What follows belongs to an exercise in optimizing a design on an open flow for small area; a production flow would make more cautious choices.
Where RTL was checked, it was by simulation tests only, not by an equivalence proof against the original.
Power figures rest on the tool's default switching activity, not on a simulated workload.

== run A ==
==> module fifo, before the edit <==
module fifo #(
    parameter DataWidth = 5,
    parameter Depth = 16,
    localparam PtrWidth = $clog2(Depth)
) (
    input logic rst_n,
    input logic clk,
    input logic writeEN,
    input logic [DataWidth-1:0] writeData,
    input logic readEN,
    output logic [DataWidth-1:0] readData,
    output logic empty
);
  logic [DataWidth-1:0] mem[Depth];
  logic [PtrWidth:0] wrPtr;
  logic [PtrWidth:0] rdPtr;
  logic full;
  always_ff @(posedge clk or negedge rst_n) begin
    if (!rst_n) begin
      wrPtr <= '0;
      rdPtr <= '0;
    end else begin
      if (writeEN && !full) wrPtr <= wrPtr + 1'b1;
      if (readEN && !empty) rdPtr <= rdPtr + 1'b1;
    end
  end
  always_ff @(posedge clk) begin
    if (writeEN && !full) mem[wrPtr[PtrWidth-1:0]] <= writeData;
  end
  assign readData = mem[rdPtr[PtrWidth-1:0]];
  assign empty = (wrPtr[PtrWidth] == rdPtr[PtrWidth]) && (wrPtr[PtrWidth-1:0] == rdPtr[PtrWidth-1:0]);
  assign full = (wrPtr[PtrWidth] != rdPtr[PtrWidth]) && (wrPtr[PtrWidth-1:0] == rdPtr[PtrWidth-1:0]);
endmodule
==> flow/config.mk <==
export PLATFORM = sky130hd
export DESIGN_NAME = fpga_debug_top
export DESIGN_NICKNAME = fpga_debug_top
export VERILOG_FILES = /design/flow/design.v
export SDC_FILE = /design/flow/constraint.sdc
export NUM_CORES = 4
export LEC_CHECK = 0
export CAP_MARGIN = 20
export CORE_MARGIN = 2
export CORE_UTILIZATION = 60
export SLEW_MARGIN = 20
==> flow/constraint.sdc <==
create_clock -name core_clock -period 20.0 [get_ports {clk}]
set_input_delay 4.0000 -clock core_clock [delete_from_list [all_inputs] [get_ports {clk}]]
set_output_delay 4.0000 -clock core_clock [all_outputs]
set_load 0.01 [all_outputs]
standard.sh (not shown) runs the stock make flow with config.mk's settings and CLKGATE_MAP_FILE= SYNTH_SCRIPT=/design/flow/synth_recipe.tcl, a recipe that flattens the netlist after the stock synthesis.
==> flow/flow/run.sh <==
#!/bin/bash
set -euo pipefail
export CTS_ARGS="-sink_clustering_enable -repair_clock_nets -dont_use_dummy_load -buf_list sky130_fd_sc_hd__clkbuf_8 -sink_clustering_size 22 -sink_clustering_max_diameter 50"
bash standard.sh > standard_flow.log 2>&1
In summary, run A completed successfully, with a layout that passed the timing, DRC and antenna checks.
The inputs of run B differ from those of run A as listed below.
==> flow/design.v, changed modules only <==
module fifo #(
    parameter DataWidth = 5,
    parameter Depth = 16,
    localparam PtrWidth = $clog2(Depth)
) (
    input logic rst_n,
    input logic clk,
    input logic writeEN,
    input logic [DataWidth-1:0] writeData,
    input logic readEN,
    output logic [DataWidth-1:0] readData,
    output logic empty
);
  logic [DataWidth*Depth-1:0] ring;
  logic [PtrWidth:0] count;
  logic [PtrWidth-1:0] rdPos;
  logic full;
  logic pend;
  logic push, pop;
  logic ins;
  assign empty = (count == 0);
  assign full = count[PtrWidth];
  assign push = writeEN && !full;
  assign pop = readEN && !empty;
  assign ins = pend && (rdPos == count[PtrWidth-1:0] - 2'd2);
  always_ff @(posedge clk or negedge rst_n) begin
    if (!rst_n) begin
      count <= '0;
      pend  <= 1'b0;
    end else begin
      if (push && !pop) count <= count + 1'b1;
      else if (pop && !push) count <= count - 1'b1;
      pend <= push | (pend & !ins);
    end
  end
  always_ff @(posedge clk) begin
    if (!pop) rdPos <= rdPos + 1'b1;
    ring <= {ring[DataWidth*(Depth-1)-1:0], ins ? writeData : ring[DataWidth*Depth-1-:DataWidth]};
  end
  assign readData = (pend && count == 1) ? writeData : ring[DataWidth*rdPos+:DataWidth];
endmodule
==> run notes <==
Run B: area of all sequential standard cells lower than run A
Changes observed in run B relative to run A: routed wirelength normalized by instance count now smaller; worst endpoint data arrival time roughly the same.
[compare] base=run A new=run B: first-iteration DRC count fell by 105; post-route standard cell area excluding fillers lower; final worst slack stayed essentially flat; effective utilization at floorplan lower; core utilization lower.
Share of cell area taken by multi-input logic gates: run B > run A
[compare] base=run A new=run B: register fraction of the total cell area fell by 0.26 points; wire length of the first global-routing pass went down; total chip power barely changed.

== yarrow ==
fpga_debug_top, a different RTL version from the one above (not shown whole).
Size in the first run: ~2,700 cells after synthesis, about 2,300 flip-flops, about 5 I/O pins, roughly 0.050 mm² of cells after synthesis.
==> module fifo, before the edit <==
module fifo #(
    parameter DataWidth = 5,
    parameter Depth = 16,
    localparam PtrWidth = $clog2(Depth)
) (
    input logic rst_n,
    input logic clk,
    input logic writeEN,
    input logic [DataWidth-1:0] writeData,
    input logic readEN,
    output logic [DataWidth-1:0] readData,
    output logic empty
);
  logic [DataWidth*Depth-1:0] ring;
  logic [PtrWidth:0] count;
  logic [PtrWidth-1:0] rdPos;
  logic full;
  logic pend;
  logic push, pop;
  logic ins;
  assign empty = (count == 0);
  assign full = count[PtrWidth];
  assign push = writeEN && !full;
  assign pop = readEN && !empty;
  assign ins = pend && (rdPos == count[PtrWidth-1:0] - 2'd2);
  always_ff @(posedge clk or negedge rst_n) begin
    if (!rst_n) begin
      count <= '0;
      rdPos <= '0;
      pend  <= 1'b0;
    end else begin
      if (push && !pop) count <= count + 1'b1;
      else if (pop && !push) count <= count - 1'b1;
      if (!pop) rdPos <= rdPos + 1'b1;
      pend <= push | (pend & !ins);
    end
  end
  always_ff @(posedge clk) begin
    ring <= {ring[DataWidth*(Depth-1)-1:0], ins ? writeData : ring[DataWidth*Depth-1-:DataWidth]};
  end
  assign readData = (pend && count == 1) ? writeData : ring[DataWidth*rdPos+:DataWidth];
endmodule
clock: 20.0 ns
lec_check: 0
cap_margin: 20
core_margin: 2
core_utilization: 60
slew_margin: 20
==> flow/flow/run.sh <==
#!/bin/bash
set -euo pipefail
export CTS_ARGS="-sink_clustering_enable -repair_clock_nets -dont_use_dummy_load -buf_list sky130_fd_sc_hd__buf_6 -sink_clustering_size 20 -sink_clustering_max_diameter 50"
bash standard.sh > standard_flow.log 2>&1
What harbor does differently from yarrow at the input level:
--- a/flow/design.v
+++ b/flow/design.v
@@ -125,6 +125,7 @@
   logic pend;
   logic push, pop;
   logic ins;
+  logic [DataWidth-1:0] ring_out;
   assign empty = (count == 0);
   assign full = count[PtrWidth];
   assign push = writeEN && !full;
@@ -145,7 +146,14 @@
   always_ff @(posedge clk) begin
     ring <= {ring[DataWidth*(Depth-1)-1:0], ins ? writeData : ring[DataWidth*Depth-1-:DataWidth]};
   end
-  assign readData = (pend && count == 1) ? writeData : ring[DataWidth*rdPos+:DataWidth];
+  logic [Depth-1:0] rdSel;
+  always_comb begin
+    rdSel = '0;
+    rdSel[rdPos] = 1'b1;
+    ring_out = '0;
+    for (int i = 0; i < Depth; i++) ring_out = ring_out | (ring[DataWidth*i+:DataWidth] & {DataWidth{rdSel[i]}});
+  end
+  assign readData = (pend && count == 1) ? writeData : ring_out;
 endmodule
 module registers (
     input logic clk,
Notes after the runs:
- In the metrics for harbor and yarrow, the one carrying the lower post-synthesis sequential area ratio is harbor.
- Area after synthesis grows slightly when moving from yarrow to harbor.
- Between harbor and yarrow, it is harbor whose core occupancy in the finished layout is higher, by 0.20 points.
- Compared with yarrow, harbor shows sequential share of layout area lower by 0.70 points.
- harbor reports a lower first-pass iteration count of the detailed router than yarrow does.
- Per the comparison of harbor with yarrow, number of antenna violations at the first check in global routing fell by 1; met2 capacity usage during global routing rose by 2.2 points; non-clock buffer count rose by 1; mean routed wirelength per cell rose by about 8%.
- In the final reports, the cell area of harbor is larger than that of yarrow.
- ~same adder-cell area share of the yosys netlist in harbor and yarrow
- harbor vs. yarrow: global-route wire length before repair went up by 8.5%.
- Relative to yarrow, count of unique library cells instantiated by Yosys increased by 19 in harbor.
The RTL of harbor was laid out without a check of its function.

==> separate check: timing with driven ports <==
How much do the figures lean on ideal ports? The routed layouts below were timed once more, with nothing changed but the port constraints.
Step 1 sets driving cells, clkbuf_16 on the clock port and buf_2 on the other inputs (assumed; they add their load-dependent delay and slew).
Step 2, shift: input delay + t, output delay - t, t = (earliest + latest rising clock arrival at the registers) / 2. This alone moves slack from input paths to output paths.
Three values: ideal, step 1, step 2; two values: the first two.
run	t (ns)	slack for setup (ns)	worst hold slack (ns)	worst setup path at the end	pins driven straight from the clock port
run A	0.822	14.183 / 14.120 / 14.942	0.258 / 0.258 / 0.258	register to output	1
run B	0.808	14.183 / 14.125 / 14.933	0.254 / 0.254 / 0.254	register to output	1
yarrow	0.802	14.192 / 14.130 / 14.932	0.279 / 0.279 / 0.279	register to output	1
harbor	0.758	14.231 / 14.175 / 14.932	0.266 / 0.266 / 0.266	register to output	1
After both steps setup and hold are still met in every run listed.
